This design comes from an exercise in tuning for small area on the open sky130 flow, not from production work.
In this exercise RTL edits were held to simulation tests only and were not proved equivalent to the original.
The flow treats the clock pin as an ideal source. Dropping or thinning the clock tree relies on that and would not hold on a real chip.

==> v1: inputs <==
==> flow/design.v <==
module si570_compute
(
    input         clk, resetn,
    input  [47:0] si570_regs_in,
    input         start,
    output        idle,
    output [47:0] si570_regs_out
);
    wire [2:0]  hs_reg = si570_regs_in[47:45];
    wire [6:0]  n1_reg = si570_regs_in[44:38];
    wire [37:0] rf     = si570_regs_in[37:0];
    reg        busy;
    reg [37:0] ring;           
    reg        carry;
    reg [5:0]  ph;             
    reg [5:0]  st;             
    reg [6:0]  rem1;           
    reg [3:0]  rem2;           
    wire pass1   = (st[5:1] == 5'd0);
    wire mask    = (st == 6'd1) && (ph >= 6'd32);
    wire ex      = ring[37];
    wire tap     = ring[32] & ~mask;
    wire step    = (ph == 6'd0) && (st >= 6'd2);
    wire wr      = (st >= 6'd3);
    wire [2:0] ridx = 3'd5 - st[2:0];    
    wire b = (st == 6'd2)  ? carry :
             (st <= 6'd40) ? ex    : rf[ridx];
    wire [7:0] t1  = {rem1, b};
    wire [8:0] d1  = {1'b0, t1} - {2'b0, n1_reg} - 9'd1;
    wire       q1  = ~d1[8];
    wire [6:0] r1n = q1 ? d1[6:0] : t1[6:0];
    wire [4:0] t2  = {rem2, q1};
    wire [5:0] d2  = {1'b0, t2} - {3'b0, hs_reg} - 6'd4;
    wire       q   = ~d2[5];
    wire [3:0] r2n = q ? d2[3:0] : t2[3:0];
    wire sum  = ex ^ tap ^ carry;
    wire cout = (ex & tap) | (ex & carry) | (tap & carry);
    wire ent = pass1 ? sum : (step && wr) ? q : ex;
    integer i;
    always @(posedge clk) begin
        if (!resetn) begin
            busy <= 1'b0;
        end else if (!busy) begin
            if (start) begin
                busy  <= 1'b1;
                for (i = 0; i < 38; i = i + 1) ring[37 - i] <= rf[i];
                carry <= 1'b0;
                ph    <= 6'd36;
                st    <= 6'd0;
                rem1  <= 7'd0;
                rem2  <= 4'd0;
            end
        end else begin
            ring  <= {ring[36:0], ent};
            carry <= cout;
            if (ph == 6'd36) begin
                ph <= 6'd0;
                st <= st + 6'd1;
            end else begin
                ph <= ph + 6'd1;
            end
            if (step) begin
                rem1 <= r1n;
                rem2 <= r2n;
                if (st == 6'd45) busy <= 1'b0;
            end
        end
    end
    assign idle = ~busy;
    genvar p;
    assign si570_regs_out[0] = ring[0];
    generate for (p = 1; p < 38; p = p + 1) begin : g_out
        assign si570_regs_out[p] = ring[38 - p];
    end endgenerate
    assign si570_regs_out[47:38] = {3'd0, 7'd3};
endmodule
==> flow/flow/run.sh <==
#!/bin/bash
set -euo pipefail
bash standard.sh synth > synth.log 2>&1
bash standard.sh \
  "BUFFER_PORTS_ARGS=-buffer_cell sky130_fd_sc_hd__buf_1" \
  "CTS_ARGS=-sink_clustering_enable -repair_clock_nets -dont_use_dummy_load -buf_list sky130_fd_sc_hd__clkbuf_4 -sink_clustering_size 20 -sink_clustering_max_diameter 60" \
  finish > layout.log 2>&1
==> flow/standard.sh <==
#!/bin/bash
# synth_recipe.tcl (not shown) runs the flow's synth.tcl, then flattens the netlist and writes it again
# the make line also repeats each setting of config.mk as NAME=value (left out here)
make -C /OpenROAD-flow-scripts/flow DESIGN_CONFIG=/design/flow/config.mk WORK_HOME=/design/flow/orfs CLKGATE_MAP_FILE= SYNTH_SCRIPT=/design/flow/synth_recipe.tcl "${@:-finish}"
==> flow/config.mk <==
export PLATFORM = sky130hd
export DESIGN_NAME = si570_compute
export DESIGN_NICKNAME = si570_compute
export VERILOG_FILES = /design/flow/design.v
export SDC_FILE = /design/flow/constraint.sdc
export NUM_CORES = 4
export LEC_CHECK = 0
export CAP_MARGIN = 20
export CORE_MARGIN = 2
export CORE_UTILIZATION = 30
export SLEW_MARGIN = 20
==> flow/constraint.sdc <==
create_clock -name core_clock -period 20.0 [get_ports {clk}]
set_input_delay 4.0000 -clock core_clock [delete_from_list [all_inputs] [get_ports {clk}]]
set_output_delay 4.0000 -clock core_clock [all_outputs]
set_load 0.01 [all_outputs]
==> v17 (differences from v1) <==
==> flow/design.v (replaced) <==
module si570_compute
(
    input         clk, resetn,
    input  [47:0] si570_regs_in,
    input         start,
    output        idle,
    output [47:0] si570_regs_out
);
    wire [2:0]  hs_reg = si570_regs_in[47:45];
    wire [6:0]  n1_reg = si570_regs_in[44:38];
    wire [37:0] rf     = si570_regs_in[37:0];
    reg        busy;
    reg [37:0] ring;           
    reg        carry;
    reg [5:0]  ph;             
    reg [5:0]  st;             
    reg [6:0]  rem1n;          
    reg [3:0]  rem2n;          
    wire p2     = (st == 6'd63);
    wire e0f    = (ph == 6'h0f);
    wire p1step = e0f && !p2;
    wire first  = e0f && p2;
    wire mask   = (st >= 6'd58);
    wire wr     = p2 && !e0f;
    wire port   = p2 && (ph == 6'h3f || ph == 6'h3e || ph == 6'h3c || ph == 6'h38 || ph == 6'h30);
    wire done   = p2 && (ph == 6'h30);
    wire wrap   = (ph == 6'h17) && !p2;
    wire [5:0] ph_n = {ph[4] & ~wrap, ph[3:0], ph[5] ^ ph[4]};
    wire ex  = ring[37];
    wire tap = ring[4] & ~mask;
    wire b = first ? carry : port ? (ph[0] ? rf[4] : ph[1] ? rf[3] : ph[2] ? rf[2] : ph[3] ? rf[1] : rf[0]) : ex;
    wire [7:0] v1 = {rem1n, ~(b & p2)};
    wire [7:0] y1 = {1'b0, n1_reg};
    wire [8:0] c1;
    wire [7:0] s1;
    assign c1[0] = 1'b1;
    genvar i;
    generate for (i = 0; i < 8; i = i + 1) begin : g_div1
        assign s1[i]   = v1[i] ^ y1[i] ^ c1[i];
        assign c1[i+1] = (v1[i] & y1[i]) | (v1[i] & c1[i]) | (y1[i] & c1[i]);
    end endgenerate
    wire       q1n = c1[8] | ~p2;    
    wire [6:0] r1n = q1n ? v1[6:0] : s1[6:0];
    wire [4:0] v2 = {rem2n, q1n};
    wire [4:0] y2 = {1'b0, hs_reg[2], ~hs_reg[2], hs_reg[1], hs_reg[0]};
    wire [5:0] c2;
    wire [4:0] s2;
    assign c2[0] = 1'b0;
    generate for (i = 0; i < 5; i = i + 1) begin : g_div2
        assign s2[i]   = v2[i] ^ y2[i] ^ c2[i];
        assign c2[i+1] = (v2[i] & y2[i]) | (v2[i] & c2[i]) | (y2[i] & c2[i]);
    end endgenerate
    wire       q2n = c2[5] | ~p2;
    wire       q   = ~q2n;
    wire [3:0] r2n = q2n ? v2[3:0] : s2[3:0];
    wire sum  = ex ^ tap ^ carry;
    wire cout = (ex & tap) | (ex & carry) | (tap & carry);
    wire ent = p1step ? sum : wr ? q : ex;
    wire ld = start & ~busy;
    wire [37:0] ring_sh = {ring[36:0], ent};
    wire [37:0] ring_n = ({38{busy}} & ring_sh) | ({38{ld}} & {rf[36:0], rf[37]}) | ({38{~busy & ~start}} & ring);
    always @(posedge clk) begin
        ring  <= ring_n;
        if (ld) carry <= 1'b0;
        else if (p1step) carry <= cout;
        if (ld) ph <= 6'h1e;
        else ph <= ph_n;
        if (ld) st <= 6'd24;
        else st <= st + {5'd0, wrap};
        rem1n <= r1n;
        rem2n <= r2n;
        if (!resetn) busy <= 1'b0;
        else if (ld) busy <= 1'b1;
        else if (done) busy <= 1'b0;
    end
    assign idle = ~busy;
    assign si570_regs_out[37:0] = ring;
    assign si570_regs_out[47:38] = {3'd0, 7'd3};
endmodule
==> flow/flow/run.sh (replaced) <==
#!/bin/bash
set -euo pipefail
bash standard.sh synth > synth.log 2>&1
bash standard.sh \
  "SKIP_REPAIR_TIE_FANOUT=1" \
  "BUFFER_PORTS_ARGS=-buffer_cell sky130_fd_sc_hd__buf_1" \
  "CTS_ARGS=-sink_clustering_enable -repair_clock_nets -dont_use_dummy_load -buf_list sky130_fd_sc_hd__clkbuf_4" \
  finish > layout.log 2>&1
- ABC_AREA: default -> 1
- CORE_UTILIZATION: 30 -> 80
- PLACE_DENSITY: default -> 0.9
==> run summary <==
v1 produced a clean layout. v17 did not get past global placement.
Of v1 and v17, v17 has the higher synthesized cell count (gap 22%, measured against v17).
Between v1 and v17, the lower area after synthesis is in v17 (gap 24%, measured against v17).

========
==> violet <==
si570_compute with an RTL version that a note above also has.
==> module si570_compute, before the edit <==
module si570_compute
(
    input         clk, resetn,
    input  [47:0] si570_regs_in,
    input         start,
    output        idle,
    output [47:0] si570_regs_out
);
    wire [2:0]  hs_reg = si570_regs_in[47:45];
    wire [6:0]  n1_reg = si570_regs_in[44:38];
    wire [37:0] rf     = si570_regs_in[37:0];
    reg        busy;
    reg [37:0] ring;           
    reg        carry;
    reg [5:0]  ph;             
    reg [5:0]  st;             
    reg [6:0]  rem1n;          
    reg [3:0]  rem2n;          
    wire p2     = (st == 6'd63);
    wire e0f    = (ph == 6'h0f);
    wire p1step = e0f && !p2;
    wire first  = e0f && p2;
    wire mask   = (st >= 6'd58);
    wire wr     = p2 && !e0f;
    wire port   = p2 && (ph == 6'h3f || ph == 6'h3e || ph == 6'h3c || ph == 6'h38 || ph == 6'h30);
    wire done   = p2 && (ph == 6'h30);
    wire wrap   = (ph == 6'h17) && !p2;
    wire [5:0] ph_n = {ph[4] & ~wrap, ph[3:0], ph[5] ^ ph[4]};
    wire ex  = ring[37];
    wire tap = ring[4] & ~mask;
    wire b = first ? carry : port ? (ph[0] ? rf[4] : ph[1] ? rf[3] : ph[2] ? rf[2] : ph[3] ? rf[1] : rf[0]) : ex;
    wire [7:0] v1 = {rem1n, ~(b & p2)};
    wire [7:0] y1 = {1'b0, n1_reg};
    wire [8:0] c1;
    wire [7:0] s1;
    assign c1[0] = 1'b1;
    genvar i;
    generate for (i = 0; i < 8; i = i + 1) begin : g_div1
        assign s1[i]   = v1[i] ^ y1[i] ^ c1[i];
        assign c1[i+1] = (v1[i] & y1[i]) | (v1[i] & c1[i]) | (y1[i] & c1[i]);
    end endgenerate
    wire       q1n = c1[8] | ~p2;    
    wire [6:0] r1n = q1n ? v1[6:0] : s1[6:0];
    wire [4:0] v2 = {rem2n, q1n};
    wire [4:0] y2 = {1'b0, hs_reg[2], ~hs_reg[2], hs_reg[1], hs_reg[0]};
    wire [5:0] c2;
    wire [4:0] s2;
    assign c2[0] = 1'b0;
    generate for (i = 0; i < 5; i = i + 1) begin : g_div2
        assign s2[i]   = v2[i] ^ y2[i] ^ c2[i];
        assign c2[i+1] = (v2[i] & y2[i]) | (v2[i] & c2[i]) | (y2[i] & c2[i]);
    end endgenerate
    wire       q2n = c2[5] | ~p2;
    wire       q   = ~q2n;
    wire [3:0] r2n = q2n ? v2[3:0] : s2[3:0];
    wire sum  = ex ^ tap ^ carry;
    wire cout = (ex & tap) | (ex & carry) | (tap & carry);
    wire ent = p1step ? sum : wr ? q : ex;
    wire ld = start & ~busy;
    wire [37:0] ring_sh = {ring[36:0], ent};
    wire [37:0] ring_n = ({38{busy}} & ring_sh) | ({38{ld}} & {rf[36:0], rf[37]}) | ({38{~busy & ~start}} & ring);
    always @(posedge clk) begin
        ring  <= ring_n;
        if (ld) carry <= 1'b0;
        else if (p1step) carry <= cout;
        if (ld) ph <= 6'h1e;
        else ph <= ph_n;
        if (ld) st <= 6'd24;
        else st <= st + {5'd0, wrap};
        rem1n <= r1n;
        rem2n <= r2n;
        if (!resetn) busy <= 1'b0;
        else if (ld) busy <= 1'b1;
        else if (done) busy <= 1'b0;
    end
    assign idle = ~busy;
    assign si570_regs_out[37:0] = ring;
    assign si570_regs_out[47:38] = {3'd0, 7'd3};
endmodule
clock: 20.0 ns
lec_check: 0
abc_area: 1
cap_margin: 20
core_margin: 2
core_utilization: 60
place_density: 0.75
slew_margin: 20
standard.sh (not shown) runs the stock make flow with config.mk's settings and CLKGATE_MAP_FILE= SYNTH_SCRIPT=/design/flow/synth_recipe.tcl, a recipe that flattens the netlist after the stock synthesis.
==> flow/flow/run.sh <==
#!/bin/bash
set -euo pipefail
bash standard.sh synth > synth.log 2>&1
bash standard.sh \
  "SKIP_REPAIR_TIE_FANOUT=1" \
  "BUFFER_PORTS_ARGS=-buffer_cell sky130_fd_sc_hd__buf_1" \
  "PRE_CTS_TCL=$PWD/flow/leaf_clock.tcl" \
  finish > layout.log 2>&1
==> flow/flow/leaf_clock.tcl <==
# Clock distribution for a small design: the clock port drives a few leaf clock buffers directly,
# each placed at the centre of a k-means cluster of the flip-flops it drives. Sourced as
# PRE_CTS_TCL; clock_tree_synthesis is then replaced by a no-op that only sets the clock
# propagated, and the rest of ORFS's cts.tcl (placement legalisation, timing repair) runs as usual.
set leaf_k 4
set leaf_master_name sky130_fd_sc_hd__clkbuf_8

set block [ord::get_db_block]
set leaf_master [[ord::get_db] findMaster $leaf_master_name]
set clknet [$block findNet clk]
set pts {}
foreach it [$clknet getITerms] {
  set bb [[$it getInst] getBBox]
  lappend pts [list $it [expr {([$bb xMin] + [$bb xMax]) / 2}] [expr {([$bb yMin] + [$bb yMax]) / 2}]]
}
set n [llength $pts]
set sorted [lsort -integer -index 1 $pts]
set cent {}
for {set k 0} {$k < $leaf_k} {incr k} {
  set p [lindex $sorted [expr {int(($k + 0.5) * $n / $leaf_k)}]]
  lappend cent [list [lindex $p 1] [lindex $p 2]]
}
for {set iter 0} {$iter < 50} {incr iter} {
  set asg {}
  set sx [lrepeat $leaf_k 0]; set sy [lrepeat $leaf_k 0]; set cnt [lrepeat $leaf_k 0]
  foreach p $pts {
    set best 0; set bd 1e18
    for {set k 0} {$k < $leaf_k} {incr k} {
      set c [lindex $cent $k]
      set d [expr {abs([lindex $p 1] - [lindex $c 0]) + abs([lindex $p 2] - [lindex $c 1])}]
      if {$d < $bd} { set bd $d; set best $k }
    }
    lappend asg $best
    lset sx $best [expr {[lindex $sx $best] + [lindex $p 1]}]
    lset sy $best [expr {[lindex $sy $best] + [lindex $p 2]}]
    lset cnt $best [expr {[lindex $cnt $best] + 1}]
  }
  set cent {}
  for {set k 0} {$k < $leaf_k} {incr k} {
    set c [lindex $cnt $k]
    if {$c == 0} { set c 1 }
    lappend cent [list [expr {[lindex $sx $k] / $c}] [expr {[lindex $sy $k] / $c}]]
  }
}
puts "leaf clock clusters: $cnt"
for {set k 0} {$k < $leaf_k} {incr k} {
  set net [odb::dbNet_create $block clknet_leaf_$k]
  $net setSigType CLOCK
  set inst [odb::dbInst_create $block $leaf_master clkbuf_leaf_$k]
  set c [lindex $cent $k]
  $inst setLocation [lindex $c 0] [lindex $c 1]
  $inst setPlacementStatus PLACED
  [$inst findITerm A] connect $clknet
  [$inst findITerm X] connect $net
  set leaf_net($k) $net
}
set idx 0
foreach p $pts {
  set it [lindex $p 0]
  $it disconnect
  $it connect $leaf_net([lindex $asg $idx])
  incr idx
}
rename clock_tree_synthesis orig_clock_tree_synthesis
proc clock_tree_synthesis {args} {
  puts "clock_tree_synthesis skipped: leaf clock buffers placed by leaf_clock.tcl"
  set_propagated_clock [all_clocks]
}
==> amber: changes against violet <==
--- a/flow/design.v
+++ b/flow/design.v
@@ -18,17 +18,16 @@
     reg [3:0]  rem2n;          
     wire p2     = (st == 6'd63);
-    wire e0f    = (ph == 6'h0f);
-    wire p1step = e0f && !p2;
-    wire first  = e0f && p2;
+    wire e27    = (ph == 6'd27);
+    wire p1step = e27 && !p2;
+    wire first  = e27 && p2;
     wire mask   = (st >= 6'd58);
-    wire wr     = p2 && !e0f;
-    wire port   = p2 && (ph == 6'h3f || ph == 6'h3e || ph == 6'h3c || ph == 6'h38 || ph == 6'h30);
-    wire done   = p2 && (ph == 6'h30);
-    wire wrap   = (ph == 6'h17) && !p2;
-    wire [5:0] ph_n = {ph[4] & ~wrap, ph[3:0], ph[5] ^ ph[4]};
+    wire wr     = p2 && !e27;
+    wire port   = p2 && (ph[5:3] == 3'd0) && (ph[2:1] != 2'd0);
+    wire done   = p2 && (ph == 6'd6);
+    wire wrap   = (ph == 6'd63) && !p2;
     wire ex  = ring[37];
     wire tap = ring[4] & ~mask;
-    wire b = first ? carry : port ? (ph[0] ? rf[4] : ph[1] ? rf[3] : ph[2] ? rf[2] : ph[3] ? rf[1] : rf[0]) : ex;
-    wire [7:0] v1 = {rem1n, ~(b & p2)};
+    wire b = first ? carry : port ? rf[3'd6 - ph[2:0]] : ex;
+    wire [7:0] v1 = {rem1n, ~b};
     wire [7:0] y1 = {1'b0, n1_reg};
     wire [8:0] c1;
@@ -40,5 +39,5 @@
         assign c1[i+1] = (v1[i] & y1[i]) | (v1[i] & c1[i]) | (y1[i] & c1[i]);
     end endgenerate
-    wire       q1n = c1[8] | ~p2;    
+    wire       q1n = c1[8];
     wire [6:0] r1n = q1n ? v1[6:0] : s1[6:0];
     wire [4:0] v2 = {rem2n, q1n};
@@ -51,7 +50,6 @@
         assign c2[i+1] = (v2[i] & y2[i]) | (v2[i] & c2[i]) | (y2[i] & c2[i]);
     end endgenerate
-    wire       q2n = c2[5] | ~p2;
-    wire       q   = ~q2n;
-    wire [3:0] r2n = q2n ? v2[3:0] : s2[3:0];
+    wire       q   = ~c2[5];
+    wire [3:0] r2n = c2[5] ? v2[3:0] : s2[3:0];
     wire sum  = ex ^ tap ^ carry;
     wire cout = (ex & tap) | (ex & carry) | (tap & carry);
@@ -64,10 +62,10 @@
         if (ld) carry <= 1'b0;
         else if (p1step) carry <= cout;
-        if (ld) ph <= 6'h1e;
-        else ph <= ph_n;
+        if (ld) ph <= 6'd28;
+        else ph <= (ph + 6'd1) | {1'b0, wrap, wrap, 1'b0, wrap, wrap};
         if (ld) st <= 6'd24;
         else st <= st + {5'd0, wrap};
-        rem1n <= r1n;
-        rem2n <= r2n;
+        rem1n <= p2 ? r1n : 7'h7f;
+        rem2n <= p2 ? r2n : 4'hf;
         if (!resetn) busy <= 1'b0;
         else if (ld) busy <= 1'b1;
==> flow/flow/run.sh (replaced) <==
#!/bin/bash
set -euo pipefail
bash standard.sh synth > synth.log 2>&1
bash standard.sh \
  "BUFFER_PORTS_ARGS=-buffer_cell sky130_fd_sc_hd__buf_1" \
  "CTS_ARGS=-sink_clustering_enable -repair_clock_nets -dont_use_dummy_load -buf_list sky130_fd_sc_hd__clkbuf_4 -sink_clustering_size 20 -sink_clustering_max_diameter 60" \
  finish > layout.log 2>&1
- CORE_UTILIZATION: 60 -> 30
- PLACE_DENSITY: 0.75 -> default
removed: flow/flow/leaf_clock.tcl
==> results.toml <==
[run_status]
status = "timing/DRC/antenna clean"

[route]
dr_wl_met2_um = 3140

[pwr]
ir_drop_mv = 0.0344
p_seq_w = 0.000158

[timing]
fin_ws_ns = 10.93

[die]
rows = 36

[global_routing]
grt_pass1_vias = 2529

[setup_path]
cp-endpoint = "ring[0]$_DFF_P_"

[placement]
dp_slack_ns = 10.49
-- figures above: amber

==> results.toml <==
[global_routing]
grt_use_total_pct = 20.7
grt_pass1_vias = 2225
busiest_layer = "met2"

[timing]
relSlewSlack_pct = 33.7
fin_ws_ns = 10.92

[placement]
dp_slack_ns = 10.72

[layout]
fin_cells = 501

[run_status]
status = "timing/DRC/antenna clean"

[route]
dr.first_iter.drc_count = 97
vias = 2491

[pwr]
p_seq_w = 0.000149

[setup_path]
cp-endpoint = "rem2n[3]$_DFF_P_"
-- figures above: violet

In violet the design's own scripts or RTL, not TritonCTS, make the clock network.

## port drivers added, routing unchanged
The flow's constraints put no driver on any port. The routed layouts listed below were extracted and timed again, unchanged, in two steps.
Step 1 assumes that a clkbuf_16 drives the clock port and a buf_2 every other input.
Step 2 adds t to the input delays and takes it off the output delays; t is the mean of the earliest and latest rising clock arrival at the registers after step 1. Input paths then give back, and output paths get back, about the clock's delay inside the block.
a / b / c = no drivers / after step 1 / after step 2; a / b = the first two.
run	shift t [ns]	slack for setup (ns)	hold WS [ns]	latest minus earliest clock arrival (ns)	worst data-port slew with drivers (ns)
v1	0.413	12.314 / 12.317 / 11.904	0.583 / 0.583 / 0.583	0.036 / 0.036	0.04
violet	0.206	10.917 / 10.951 / 10.746	0.475 / 0.475 / 0.475	0.039 / 0.039	0.05
amber	0.419	10.934 / 10.938 / 10.519	0.494 / 0.494 / 0.494	0.026 / 0.026	0.04
After both steps setup and hold are still met in every run listed. The setup slack of amber, which loses most, moves by +0.004 ns with the drivers and by -0.415 ns with both steps.
